Background: an optimization exercise with open tools, aiming at a short achievable clock period and few clock cycles. Do not read the settings as production practice.
RTL that was checked went through simulation tests only; none was proved equivalent to the original.
Power is estimated from default activity; no workload was simulated.

==> v15 <==
## riscv_top
module riscv_top #(
  parameter PC_INIT = 32'h8000_0000
) (
  input wire clk,
  input wire rst_n,
  output wire [31:0] imem_addr,
  input wire [31:0] imem_rdata,
  output wire [31:0] dmem_addr,
  input wire [31:0] dmem_rdata,
  output wire dmem_we,
  output wire [31:0] dmem_wdata,
  output wire [31:0] reg4
);
clock: 16.0 ns
lec_check: 0
cap_margin: 20
cell_pad_in_sites_detail_placement: 2
cell_pad_in_sites_global_placement: 2
core_margin: 2
core_utilization: 25
slew_margin: 20
run.sh (not shown) runs the stock make flow with config.mk's settings and CLKGATE_MAP_FILE= SYNTH_SCRIPT=/design/flow/synth_recipe.tcl, a recipe that flattens the netlist after the stock synthesis.
==> v2 (differences from v15) <==
--- a/flow/design.v
+++ b/flow/design.v
@@ -13,10 +13,11 @@
 );
   logic [31:0] pc_f;
   logic        d_valid;
   logic [31:0] d_ir;
   logic [31:0] d_pc;
+  logic        d_fred;           
   logic        e_valid;
   logic [31:0] e_pc;
   logic [31:0] e_a, e_b;         
   logic        e_fwd_a, e_fwd_b;  
   logic [31:0] e_sd;             
@@ -87,22 +88,24 @@
   wire d_stall = d_valid && (
       (d_need_base && e_hit1 && !e_early) ||
       ((d_load || d_narrow) && e_valid && e_store) ||
       (d_ecall && e_valid && e_csr));
   wire d_pred = d_br && d_ir[31];
-  wire d_redirect = d_valid && (d_jal || d_jalr || d_ecall || d_pred);
+  wire d_redirect = d_valid && !d_fred && (d_jal || d_jalr || d_ecall || d_pred);
   wire [31:0] d_target = d_jalr ? agu : d_ecall ? mtvec : bj_target;
   wire d_we = d_rd != 5'd0 && (d_lui || d_auipc || d_jal || d_jalr || d_opimm ||
                                d_opr || d_load || d_csr);
   wire [31:0] a = e_fwd_a ? w_result : e_a;
   wire [31:0] b = e_fwd_b ? w_result : e_b;
   wire [31:0] sd = e_fwd_sd ? w_result : e_sd;
   wire [32:0] diff = {1'b0, a} - {1'b0, b};
   wire ltu = diff[32];
   wire lt = (a[31] ^ b[31]) ? a[31] : diff[32];
   wire eq = a == b;
-  wire [31:0] sra_out = $signed(a) >>> b[4:0];
+  wire signed [31:0] a_s = a;
+  wire signed [31:0] sra_s = a_s >>> b[4:0];
+  wire [31:0] sra_out = sra_s;
   logic [31:0] alu_out;
   always_comb begin
     case (e_f3)
       3'b000: alu_out = e_sub ? diff[31:0] : a + b;
       3'b001: alu_out = a << b[4:0];
@@ -159,10 +162,25 @@
       2'b00: st_val = {dmem_rdata[31:8], sd[7:0]};
       2'b01: st_val = {dmem_rdata[31:16], sd[15:0]};
       default: st_val = sd;
     endcase
   end
+  wire [31:0] fi = imem_rdata;
+  wire [6:0] f_op = fi[6:0];
+  wire f_jal = f_op == 7'b1101111;
+  wire f_bwd = f_op == 7'b1100011 && fi[31];
+  wire f_jalr = f_op == 7'b1100111 && d_valid && d_auipc && d_rd != 5'd0 &&
+                d_rd == fi[19:15];
+  wire f_ecall = f_op == 7'b1110011 && fi[14:12] == 3'b000 && fi[31:20] == 12'h000 &&
+                 !(d_valid && d_csr) && !(e_valid && e_csr);
+  wire f_redirect = f_jal || f_bwd || f_jalr || f_ecall;
+  wire [31:0] f_imm = f_jal ? {{11{fi[31]}}, fi[31], fi[19:12], fi[20], fi[30:21], 1'b0} :
+                      f_jalr ? {{20{fi[31]}}, fi[31:20]} :
+                      {{19{fi[31]}}, fi[31], fi[7], fi[30:25], fi[11:8], 1'b0};
+  wire [31:0] f_base = f_jalr ? auipc_val : pc_f;
+  wire [31:0] f_sum = f_base + f_imm;
+  wire [31:0] f_target = f_ecall ? mtvec : f_sum;
   wire d_adv = d_valid && !d_stall;
   always_ff @(posedge clk or negedge rst_n) begin
     if (!rst_n) begin
       pc_f <= PC_INIT;
       d_valid <= 1'b0;
@@ -180,10 +198,13 @@
         end
       end else if (d_stall) begin
       end else if (d_redirect) begin
         pc_f <= d_target;
         d_valid <= 1'b0;
+      end else if (f_redirect) begin
+        pc_f <= f_target;
+        d_valid <= 1'b1;
       end else begin
         pc_f <= pc_f + 32'd4;
         d_valid <= 1'b1;
       end
       e_valid <= d_adv && !e_redirect;
@@ -193,13 +214,15 @@
   end
   always_ff @(posedge clk) begin
     if (e_redirect) begin
       d_ir <= dmem_rdata;
       d_pc <= e_alt;
+      d_fred <= 1'b0;
     end else if (!d_stall) begin
       d_ir <= imem_rdata;
       d_pc <= pc_f;
+      d_fred <= f_redirect;
     end
   end
   always_ff @(posedge clk) begin
     e_pc <= d_pc;
     e_a <= rv1;
==> flow/flow/run.sh (new file) <==
#!/bin/bash
# Standard layout (the standard flow's own synthesis and ORFS steps), with timing repair
# aimed below the clock period: repair_timing treats paths with less than
# SETUP_SLACK_MARGIN of slack as violating. The SDC is the standard flow's, unchanged.
set -uo pipefail
bash standard.sh SETUP_SLACK_MARGIN=11.5 finish > standard_flow.log 2>&1
status=$?
cp -r orfs/logs . 2>/dev/null || true
exit $status
==> flow/standard.sh (new file) <==
#!/bin/bash
# synth_recipe.tcl (not shown) runs the flow's synth.tcl, then flattens the netlist and writes it again
# the make line also repeats each setting of config.mk as NAME=value (left out here)
make -C /OpenROAD-flow-scripts/flow DESIGN_CONFIG=/design/flow/config.mk WORK_HOME=/design/flow/orfs CLKGATE_MAP_FILE= SYNTH_SCRIPT=/design/flow/synth_recipe.tcl "${@:-finish}"
- ABC_CLOCK_PERIOD_IN_PS: unset -> 4500
- CELL_PAD_IN_SITES_DETAIL_PLACEMENT: 2 -> 1
- CELL_PAD_IN_SITES_GLOBAL_PLACEMENT: 2 -> 1
- CORE_UTILIZATION: 25 -> 40
removed: flow/run.sh
==> v23 (differences from v15) <==
--- a/flow/design.v
+++ b/flow/design.v
@@ -98,11 +98,13 @@
   wire [31:0] sd = e_fwd_sd ? w_result : e_sd;
   wire [32:0] diff = {1'b0, a} - {1'b0, b};
   wire ltu = diff[32];
   wire lt = (a[31] ^ b[31]) ? a[31] : diff[32];
   wire eq = a == b;
-  wire [31:0] sra_out = $signed(a) >>> b[4:0];
+  wire signed [31:0] a_s = a;
+  wire signed [31:0] sra_s = a_s >>> b[4:0];
+  wire [31:0] sra_out = sra_s;
   logic [31:0] alu_out;
   always_comb begin
     case (e_f3)
       3'b000: alu_out = e_sub ? diff[31:0] : a + b;
       3'b001: alu_out = a << b[4:0];
==> flow_summary.toml <==
[status]
outcome = "no timing/DRC/antenna violations"

[synthesis]
synth-xor-area-share_pct = 1.76
synth_mux_area_share_pct = 21.4

[power_and_ir_drop]
p_sw_mw = 4.83
power_per_cell_area_mw_per_mm2 = 138
pg_clk_mw = 4.72

[finish]
multi_input_area_share_pct = 39.0
final_layout_size_suffix_gt1_share_pct = 17.8
multi_input_cells = 4539
syn_to_final_growth_pct = 17.3

[clock_tree]
numClockSinks = 1619
clkLatencyLatePin_ps = 920

[floorplanning]
n_tap_cell = 4536

[critical_path]
critPathMaxStageDelay_ps = 840
crit_fanout = 54

[drt]
wl_met3_um = 26200
That was v15.
==> flow_summary.toml <==
[status]
outcome = "no timing/DRC/antenna violations"

[power_and_ir_drop]
pg_clk_mw = 4.72
p_sw_mw = 4.83

[finish]
multi_input_cells = 4539
multi_input_area_share_pct = 39.0
final_layout_size_suffix_gt1_share_pct = 17.8

[floorplanning]
n_tap_cell = 4536

[synthesis]
synth-xor-area-share_pct = 1.76
synth_mux_area_share_pct = 21.4

[clock_tree]
clkLatencyLatePin_ps = 920

[drt]
wl_met3_um = 26200

[critical_path]
crit_fanout = 54
That was v23.
==> flow_summary.toml <==
[clock_tree]
numClockSinks = 1620
clkLatencyLatePin_ps = 890

[status]
outcome = "no timing/DRC/antenna violations"

[power_and_ir_drop]
power_per_cell_area_mw_per_mm2 = 140
p_sw_mw = 5.78

[finish]
multi_input_area_share_pct = 41.3
multi_input_cells = 4983

[critical_path]
critPathMaxStageDelay_ps = 360
crit_fanout = 7

[drt]
wl_met3_um = 36600

[synthesis]
synth-xor-area-share_pct = 2.33
synth_mux_area_share_pct = 20.0
That was v2.
Testbench counts of v2, summed over its fixed seeds: cycles 87,197.
Testbench counts of v23, summed over its fixed seeds: cycles 95,510.
Function not checked in v15: the RTL went through the layout flow alone.


==> inputs of run a <==
riscv_top, a different RTL version from the one above (not shown whole).
Settings: LEC_CHECK=0, CAP_MARGIN=20, CELL_PAD_IN_SITES_DETAIL_PLACEMENT=1, CELL_PAD_IN_SITES_GLOBAL_PLACEMENT=1, CORE_MARGIN=2, CORE_UTILIZATION=35, SLEW_MARGIN=20, SYNTH_HIERARCHICAL=1; clock period 16.0 ns.
standard.sh (not shown) runs the stock make flow with config.mk's settings and CLKGATE_MAP_FILE= SYNTH_SCRIPT=/design/flow/synth_recipe.tcl, a recipe that flattens the netlist after the stock synthesis.
==> flow/flow/run.sh <==
#!/bin/bash
# Standard layout (the standard flow's own synthesis and ORFS steps), with timing repair
# aimed below the clock period: repair_timing treats paths with less than
# SETUP_SLACK_MARGIN of slack as violating. The SDC is the standard flow's, unchanged.
set -uo pipefail
bash standard.sh SETUP_SLACK_MARGIN=11.5 finish > standard_flow.log 2>&1
status=$?
cp -r orfs/logs . 2>/dev/null || true
exit $status
==> run b (differences from run a) <==
CORE_UTILIZATION = 40   (was 35)
==> summary of the runs <==
Global-route usage: run a is lower than run b (4.2 points). Of run b and run a, run a has the higher critical path depth (gap 6). In sequential power, run a and run b hardly differ. Run b completed without violations. Run a finished with timing, DRC and antenna clean. Between run a and run b, the lower utilization is in run a (gap 5.3 points). Between run a and run b, the lower clock-buffer cell count is in run a (gap 10). Between run b and run a, the lower first-iteration DRC count is in run b (gap 11%, measured against run a). Of run a and run b, run a has the higher die area (gap about 14%, measured against run b). Of run b and run a, run a has the higher combinational power (gap about 4%, measured against run a). Clock power is about the same in run a and run b. Against run a, the via count of run b is smaller by about 2.5%. Against run b, the cell area of run a is higher by 2.5%.
Testbench counts of run a, summed over its fixed seeds: cycles 79,634.
Testbench counts of run b, summed over its fixed seeds: cycles 79,634.


==> trial 22: inputs <==
Another version of the RTL of riscv_top (not shown whole).
==> module add_w, before the edit <==
module add_w #(
  parameter int W = 32
) (
  input wire [W-1:0] a,
  input wire [W-1:0] b,
  input wire cin,
  output wire [W:0] s
);
  localparam int L = (W + 1 <= 2) ? 1 : (W + 1 <= 4) ? 2 : (W + 1 <= 8) ? 3 :
                     (W + 1 <= 16) ? 4 : (W + 1 <= 32) ? 5 : 6;
  logic [W:0] g [0:L];
  logic [W:0] p [0:L];
  always_comb begin
    g[0][0] = cin;
    p[0][0] = 1'b0;
    for (int i = 0; i < W; i++) begin
      g[0][i + 1] = a[i] & b[i];
      p[0][i + 1] = a[i] ^ b[i];
    end
    for (int l = 0; l < L; l++) begin
      for (int i = 0; i <= W; i++) begin
        if (i >= (1 << l)) begin
          g[l + 1][i] = g[l][i] | (p[l][i] & g[l][i - (1 << l)]);
          p[l + 1][i] = p[l][i] & p[l][i - (1 << l)];
        end else begin
          g[l + 1][i] = g[l][i];
          p[l + 1][i] = p[l][i];
        end
      end
    end
  end
  for (genvar i = 0; i < W; i++) begin : sum
    assign s[i] = a[i] ^ b[i] ^ g[L][i];
  end
  assign s[W] = g[L][W];
endmodule
Settings: LEC_CHECK=0, CAP_MARGIN=20, CELL_PAD_IN_SITES_DETAIL_PLACEMENT=1, CELL_PAD_IN_SITES_GLOBAL_PLACEMENT=1, CORE_MARGIN=2, CORE_UTILIZATION=40, SLEW_MARGIN=20, SYNTH_HIERARCHICAL=1; clock period 16.0 ns.
Scripts as last shown in full above: flow/flow/run.sh
==> inputs of trial 94, as changes to trial 22 <==
--- a/flow/design.v
+++ b/flow/design.v
@@ -472,16 +472,15 @@
   parameter int W = 32
 ) (
   input wire [W-1:0] a,
   input wire [W-1:0] b,
   input wire cin,
   output wire [W:0] s
 );
-  localparam int L = (W + 1 <= 2) ? 1 : (W + 1 <= 4) ? 2 : (W + 1 <= 8) ? 3 :
-                     (W + 1 <= 16) ? 4 : (W + 1 <= 32) ? 5 : 6;
+  localparam int L = $clog2(W + 1);
   logic [W:0] g [0:L];
   logic [W:0] p [0:L];
   always_comb begin
     g[0][0] = cin;
     p[0][0] = 1'b0;
     for (int i = 0; i < W; i++) begin
       g[0][i + 1] = a[i] & b[i];
==> inputs of trial 97, as changes to trial 22 <==
--- a/flow/design.v
+++ b/flow/design.v
@@ -104,19 +104,37 @@
   wire d_need_base = d_load || d_store || (d_jalr && !d_fred);
   wire d_stall = d_valid && (
       (d_need_base && e_hit1) ||
       ((d_load || d_narrow) && e_valid && e_store) ||
       (d_ecall && e_valid && e_csr && e_csr_sel[1]));
   wire d_pred = d_br && d_ir[31];
   wire [31:0] d_alt = d_pred ? d_pc4 : bj_target;
-  wire d_res = d_valid && d_br && d_alt_ok && !e_hit1 && !e_hit2;
+  wire d_same = d_rs1 == d_rs2;
+  wire s1e = d_esel1;
+  wire s1w = !d_esel1 && d_wsel1;
+  wire s1p = !d_esel1 && !d_wsel1;
+  wire s2e = d_esel2;
+  wire s2w = !d_esel2 && d_wsel2;
+  wire s2p = !d_esel2 && !d_wsel2;
+  wire [5:0] csel = {d_same, !d_same && s1p && s2e, !d_same && s1e && s2p,
+                     !d_same && s1p && s2w, !d_same && s1w && s2p, !d_same && s1p && s2p};
+  wire [4:0] c_eq, c_lt, c_ltu;
+  cmp_w c_pp(.a(d_rs1_pre), .b(d_rs2_pre), .eq(c_eq[0]), .lt(c_lt[0]), .ltu(c_ltu[0]));
+  cmp_w c_wp(.a(w_result), .b(d_rs2_pre), .eq(c_eq[1]), .lt(c_lt[1]), .ltu(c_ltu[1]));
+  cmp_w c_pw(.a(d_rs1_pre), .b(w_result), .eq(c_eq[2]), .lt(c_lt[2]), .ltu(c_ltu[2]));
+  cmp_w c_ep(.a(e_early_val), .b(d_rs2_pre), .eq(c_eq[3]), .lt(c_lt[3]), .ltu(c_ltu[3]));
+  cmp_w c_pe(.a(d_rs1_pre), .b(e_early_val), .eq(c_eq[4]), .lt(c_lt[4]), .ltu(c_ltu[4]));
+  wire d_res = d_valid && d_br && d_alt_ok && !e_hit1 && !e_hit2 && csel != 6'd0;
   wire d_mis, d_mis_ir, d_mis_op;
-  br_dec d_dec0(.a(rv1), .b(rv2), .f3(d_f3), .pred(d_pred), .res(d_res), .mis(d_mis));
-  br_dec d_dec1(.a(rv1), .b(rv2), .f3(d_f3), .pred(d_pred), .res(d_res), .mis(d_mis_ir));
-  br_dec d_dec2(.a(rv1), .b(rv2), .f3(d_f3), .pred(d_pred), .res(d_res), .mis(d_mis_op));
+  br_dec d_dec0(.eq(c_eq), .lt(c_lt), .ltu(c_ltu), .sel(csel), .f3(d_f3), .pred(d_pred),
+                .res(d_res), .mis(d_mis));
+  br_dec d_dec1(.eq(c_eq), .lt(c_lt), .ltu(c_ltu), .sel(csel), .f3(d_f3), .pred(d_pred),
+                .res(d_res), .mis(d_mis_ir));
+  br_dec d_dec2(.eq(c_eq), .lt(c_lt), .ltu(c_ltu), .sel(csel), .f3(d_f3), .pred(d_pred),
+                .res(d_res), .mis(d_mis_op));
   wire d_redirect = d_valid && !d_fred && (d_jal || d_jalr || d_ecall || d_pred);
   wire [31:0] d_target = d_jalr ? agu : d_ecall ? mtvec : bj_target;
   wire d_we = d_rd != 5'd0 && (d_lui || d_auipc || d_jal || d_jalr || d_opimm ||
                                d_opr || d_load || d_csr);
   wire d_addi = d_opimm && d_f3 == 3'b000;
   wire d_csr_early = d_csr && !(e_valid && e_csr);
   wire [31:0] mepc_d = (e_valid && e_ecall) ? e_pc : mepc;
@@ -226,41 +244,51 @@
   wire [18:0] pc_hi13_p = pc_f[31:13] + 19'd1;
   wire [18:0] pc_hi13_m = pc_f[31:13] - 19'd1;
   wire [10:0] pc_hi21 = pc_f[31:21];
   wire [10:0] pc_hi21_p = pc_f[31:21] + 11'd1;
   wire [10:0] pc_hi21_m = pc_f[31:21] - 11'd1;
   wire [13:0] br_lo;
   add_w #(13) br_add(.a(pc_f[12:0]), .b({fi[31], fi[7], fi[30:25], fi[11:8], 1'b0}), .cin(1'b0), .s(br_lo));
-  wire [18:0] br_hi;
+  wire [18:0] br_hi, br_hi_o, br_hi_d;
   hi_sel #(19) br_hs(.c(br_lo[13]), .s(fi[31]), .hi(pc_hi13), .hi_p(pc_hi13_p),
                      .hi_m(pc_hi13_m), .out(br_hi));
+  hi_sel #(19) br_hs_o(.c(br_lo[13]), .s(fi[31]), .hi(pc_hi13), .hi_p(pc_hi13_p),
+                       .hi_m(pc_hi13_m), .out(br_hi_o));
+  hi_sel #(19) br_hs_d(.c(br_lo[13]), .s(fi[31]), .hi(pc_hi13), .hi_p(pc_hi13_p),
+                       .hi_m(pc_hi13_m), .out(br_hi_d));
   wire [31:0] f_t_br = {br_hi, br_lo[12:0]};
+  wire [31:0] f_t_br_o = {br_hi_o, br_lo[12:0]};
+  wire [31:0] f_t_br_d = {br_hi_d, br_lo[12:0]};
   wire [21:0] jal_lo;
   add_w #(21) jal_add(.a(pc_f[20:0]), .b({fi[31], fi[19:12], fi[20], fi[30:21], 1'b0}), .cin(1'b0), .s(jal_lo));
-  wire [10:0] jal_hi;
+  wire [10:0] jal_hi, jal_hi_o;
   hi_sel #(11) jal_hs(.c(jal_lo[21]), .s(fi[31]), .hi(pc_hi21), .hi_p(pc_hi21_p),
                       .hi_m(pc_hi21_m), .out(jal_hi));
+  hi_sel #(11) jal_hs_o(.c(jal_lo[21]), .s(fi[31]), .hi(pc_hi21), .hi_p(pc_hi21_p),
+                        .hi_m(pc_hi21_m), .out(jal_hi_o));
   wire [31:0] f_t_jal = {jal_hi, jal_lo[20:0]};
+  wire [31:0] f_t_jal_o = {jal_hi_o, jal_lo[20:0]};
   wire [12:0] jr_lo;
   add_w #(12) jr_add(.a(d_pc[11:0]), .b(fi[31:20]), .cin(1'b0), .s(jr_lo));
-  wire [19:0] jr_hi;
+  wire [19:0] jr_hi, jr_hi_o;
   hi_sel #(20) jr_hs(.c(jr_lo[12]), .s(fi[31]), .hi(au_hi), .hi_p(au_hi_p),
                      .hi_m(au_hi_m), .out(jr_hi));
+  hi_sel #(20) jr_hs_o(.c(jr_lo[12]), .s(fi[31]), .hi(au_hi), .hi_p(au_hi_p),
+                       .hi_m(au_hi_m), .out(jr_hi_o));
   wire [31:0] f_t_jalr = {jr_hi, jr_lo[11:0]};
+  wire [31:0] f_t_jalr_o = {jr_hi_o, jr_lo[11:0]};
   wire [4:0] fa_idx = imem_rdata[19:15];
   wire [4:0] fb_idx = dmem_rdata[19:15];
   wire [4:0] fc_idx = imem_rdata[24:20];
   wire [4:0] fd_idx = dmem_rdata[24:20];
   wire wr_now = w_valid && w_we;
   wire [31:0] f_rs1_main = (wr_now && w_rd == fa_idx) ? w_result : fa_idx == 5'd0 ? 32'd0 : regs[fa_idx];
   wire [31:0] f_rs1_alt = (wr_now && w_rd == fb_idx) ? w_result : fb_idx == 5'd0 ? 32'd0 : regs[fb_idx];
   wire [31:0] f_rs2_main = (wr_now && w_rd == fc_idx) ? w_result : fc_idx == 5'd0 ? 32'd0 : regs[fc_idx];
   wire [31:0] f_rs2_alt = (wr_now && w_rd == fd_idx) ? w_result : fd_idx == 5'd0 ? 32'd0 : regs[fd_idx];
-  wire [31:0] rf1 = (wr_now && w_rd == d_rs1) ? w_result : d_rs1 == 5'd0 ? 32'd0 : regs[d_rs1];
-  wire [31:0] rf2 = (wr_now && w_rd == d_rs2) ? w_result : d_rs2 == 5'd0 ? 32'd0 : regs[d_rs2];
   wire e_wr = e_valid && e_we;
   wire f_br = f_op == 7'b1100011;
   wire [31:0] pc_f4 = pc_f + 32'd4;
   wire f_ok = !e_redirect && !d_stall && !d_mis && !d_redirect;
   logic [31:0] npc_other;
   always_comb begin
     if (e_redirect)
@@ -281,25 +309,25 @@
   wire s_ecall = f_ok && f_ecall;
   wire s_other = !(f_ok && f_redirect);
   wire [31:0] pc_next, pc_next_o;
   pc_mux pcm(.t_jal(f_t_jal), .t_br(f_t_br), .t_jalr(f_t_jalr), .t_ecall(mtvec),
              .t_jr0(d_early_val), .s_jr0(s_jr0),
              .t_other(npc_other), .s_jal(s_jal), .s_br(s_br), .s_jalr(s_jalr),
              .s_ecall(s_ecall), .s_other(s_other), .out(pc_next));
-  pc_mux pcm_o(.t_jal(f_t_jal), .t_br(f_t_br), .t_jalr(f_t_jalr), .t_ecall(mtvec),
+  pc_mux pcm_o(.t_jal(f_t_jal_o), .t_br(f_t_br_o), .t_jalr(f_t_jalr_o), .t_ecall(mtvec),
                .t_jr0(d_early_val), .s_jr0(s_jr0),
                .t_other(npc_other), .s_jal(s_jal), .s_br(s_br), .s_jalr(s_jalr),
                .s_ecall(s_ecall), .s_other(s_other), .out(pc_next_o));
   wire dm_keep_e = e_valid && e_store;
   wire dm_agu = d_valid && (d_load || d_narrow);
   wire dm_ealt = d_valid && d_br && !d_res;
   wire [31:0] dm_other = dm_keep_e ? e_addr : dm_agu ? agu : d_alt;
   wire dm_sel_f = !(dm_keep_e || dm_agu || dm_ealt);
   wire [31:0] dm_next;
-  pc_mux dmm(.t_jal(pc_f4), .t_br(f_t_br), .t_jalr(32'd0), .t_ecall(32'd0),
+  pc_mux dmm(.t_jal(pc_f4), .t_br(f_t_br_d), .t_jalr(32'd0), .t_ecall(32'd0),
              .t_jr0(32'd0), .s_jr0(1'b0),
              .t_other(dm_other), .s_jal(dm_sel_f && fi[31]), .s_br(dm_sel_f && !fi[31]),
              .s_jalr(1'b0), .s_ecall(1'b0), .s_other(!dm_sel_f), .out(dm_next));
   wire d_adv = d_valid && !d_stall;
   always_ff @(posedge clk or negedge rst_n) begin
     if (!rst_n) begin
       pc_f <= PC_INIT;
@@ -345,16 +373,16 @@
     end
     if (e_redirect || (!d_stall && d_mis_op)) begin
       d_rs1_pre <= f_rs1_alt;
       d_rs2_pre <= f_rs2_alt;
       d_wsel1 <= e_wr && e_rd == fb_idx;
       d_wsel2 <= e_wr && e_rd == fd_idx;
     end else if (d_stall) begin
-      d_rs1_pre <= rf1;
-      d_rs2_pre <= rf2;
+      d_rs1_pre <= rv1;
+      d_rs2_pre <= rv2;
       d_wsel1 <= e_wr && e_rd == d_rs1;
       d_wsel2 <= e_wr && e_rd == d_rs2;
     end else begin
       d_rs1_pre <= f_rs1_main;
       d_rs2_pre <= f_rs2_main;
       d_wsel1 <= e_wr && e_rd == fa_idx;
       d_wsel2 <= e_wr && e_rd == fc_idx;
@@ -460,17 +488,17 @@
   input wire c,
   input wire s,
   input wire [W-1:0] hi,
   input wire [W-1:0] hi_p,
   input wire [W-1:0] hi_m,
   output wire [W-1:0] out
 );
-  wire p = c && !s;
-  wire m = !c && s;
-  assign out = ({W{p}} & hi_p) | ({W{m}} & hi_m) | ({W{!p && !m}} & hi);
+  wire [W-1:0] with_c = s ? hi : hi_p;
+  wire [W-1:0] without_c = s ? hi_m : hi;
+  assign out = c ? with_c : without_c;
 endmodule
 module add_w #(
   parameter int W = 32
 ) (
   input wire [W-1:0] a,
   input wire [W-1:0] b,
   input wire cin,
@@ -501,32 +529,35 @@
   end
   for (genvar i = 0; i < W; i++) begin : sum
     assign s[i] = a[i] ^ b[i] ^ g[L][i];
   end
   assign s[W] = g[L][W];
 endmodule
 module br_dec(
-  input wire [31:0] a,
-  input wire [31:0] b,
+  input wire [4:0] eq,
+  input wire [4:0] lt,
+  input wire [4:0] ltu,
+  input wire [5:0] sel,           
   input wire [2:0] f3,
   input wire pred,
   input wire res,
   output wire mis
 );
-  wire eq, lt, ltu;
-  cmp_w cmp(.a(a), .b(b), .eq(eq), .lt(lt), .ltu(ltu));
+  wire e = sel[5] | (|(sel[4:0] & eq));
+  wire l = !sel[5] & (|(sel[4:0] & lt));
+  wire lu = !sel[5] & (|(sel[4:0] & ltu));
   logic taken;
   always_comb begin
     case (f3)
-      3'b000: taken = eq;
-      3'b001: taken = !eq;
-      3'b100: taken = lt;
-      3'b101: taken = !lt;
-      3'b110: taken = ltu;
-      3'b111: taken = !ltu;
+      3'b000: taken = e;
+      3'b001: taken = !e;
+      3'b100: taken = l;
+      3'b101: taken = !l;
+      3'b110: taken = lu;
+      3'b111: taken = !lu;
       default: taken = 1'b0;
     endcase
   end
   assign mis = res && (taken != pred);
 endmodule
 module cmp_w(
   input wire [31:0] a,
==> run_results.csv <==
group,metric,value,unit
setup_path,r2r_slack,10.46,ns
worst_hold_path,min_to,"w_rd[2]",
grt,grt.total_usage,0.443,
run_status,outcome,"no timing/DRC/antenna violations",
grt,met3_usage,0.131,
grt,grt_start_max_net_pins,164,
power,switching_share,0.437,
floorplan,start_util,0.402,
That was trial 97.
==> run_results.csv <==
group,metric,value,unit
run_status,outcome,"no timing/DRC/antenna violations",
grt,grt_start_max_net_pins,106,
worst_hold_path,min_to,"w_we",
grt,met3_usage,0.148,
cts,cts_buffers,215,
setup_path,r2r_slack,10.46,ns
grt,grt.total_usage,0.450,
That was trial 22.
==> run_results.csv <==
group,metric,value,unit
worst_hold_path,min_to,"w_we",
run_status,outcome,"no timing/DRC/antenna violations",
floorplan,start_util,0.402,
setup_path,r2r_slack,10.46,ns
grt,grt.total_usage,0.450,
grt,grt_start_max_net_pins,106,
That was trial 94.
Testbench counts of trial 22, summed over its fixed seeds: cycles 80,602.
Testbench counts of trial 97, summed over its fixed seeds: cycles 80,602.
Only the layout flow was run in trial 94; the RTL was not checked for function there.

what the ideal ports hide:
No port has a modelled driver above. Below, the same layouts with a new extraction and two added sets of constraints. Step 1 assumes that a clkbuf_16 drives the clock port and a buf_2 every other input. Step 2 times the ports against the registers' clock, not the clock port: input delays grow and output delays shrink by t, the midpoint of the rising clock arrivals with the driver on. Three values: no drivers, after step 1, after step 2; two values: the first two.
run	shift t [ns]	setup slack, ns	latest minus earliest clock arrival (ns)
v15	0.978	7.818 / 7.818 / 7.818	0.108 / 0.107
v2	0.948	9.311 / 9.385 / 8.437	0.076 / 0.076
v23	0.978	7.818 / 7.818 / 7.818	0.108 / 0.107
run a	1.127	10.450 / 10.298 / 9.170	0.133 / 0.133
run b	1.106	10.644 / 10.382 / 9.276	0.133 / 0.132
trial 22	1.092	10.373 / 10.228 / 9.136	0.122 / 0.122
trial 94	1.092	10.373 / 10.228 / 9.136	0.122 / 0.122
trial 97	1.062	10.463 / 10.463 / 9.528	0.111 / 0.111
After both steps setup and hold are still met in every run listed. The setup slack of run b, which loses most, moves by -0.262 ns with the drivers and by -1.368 ns with both steps.
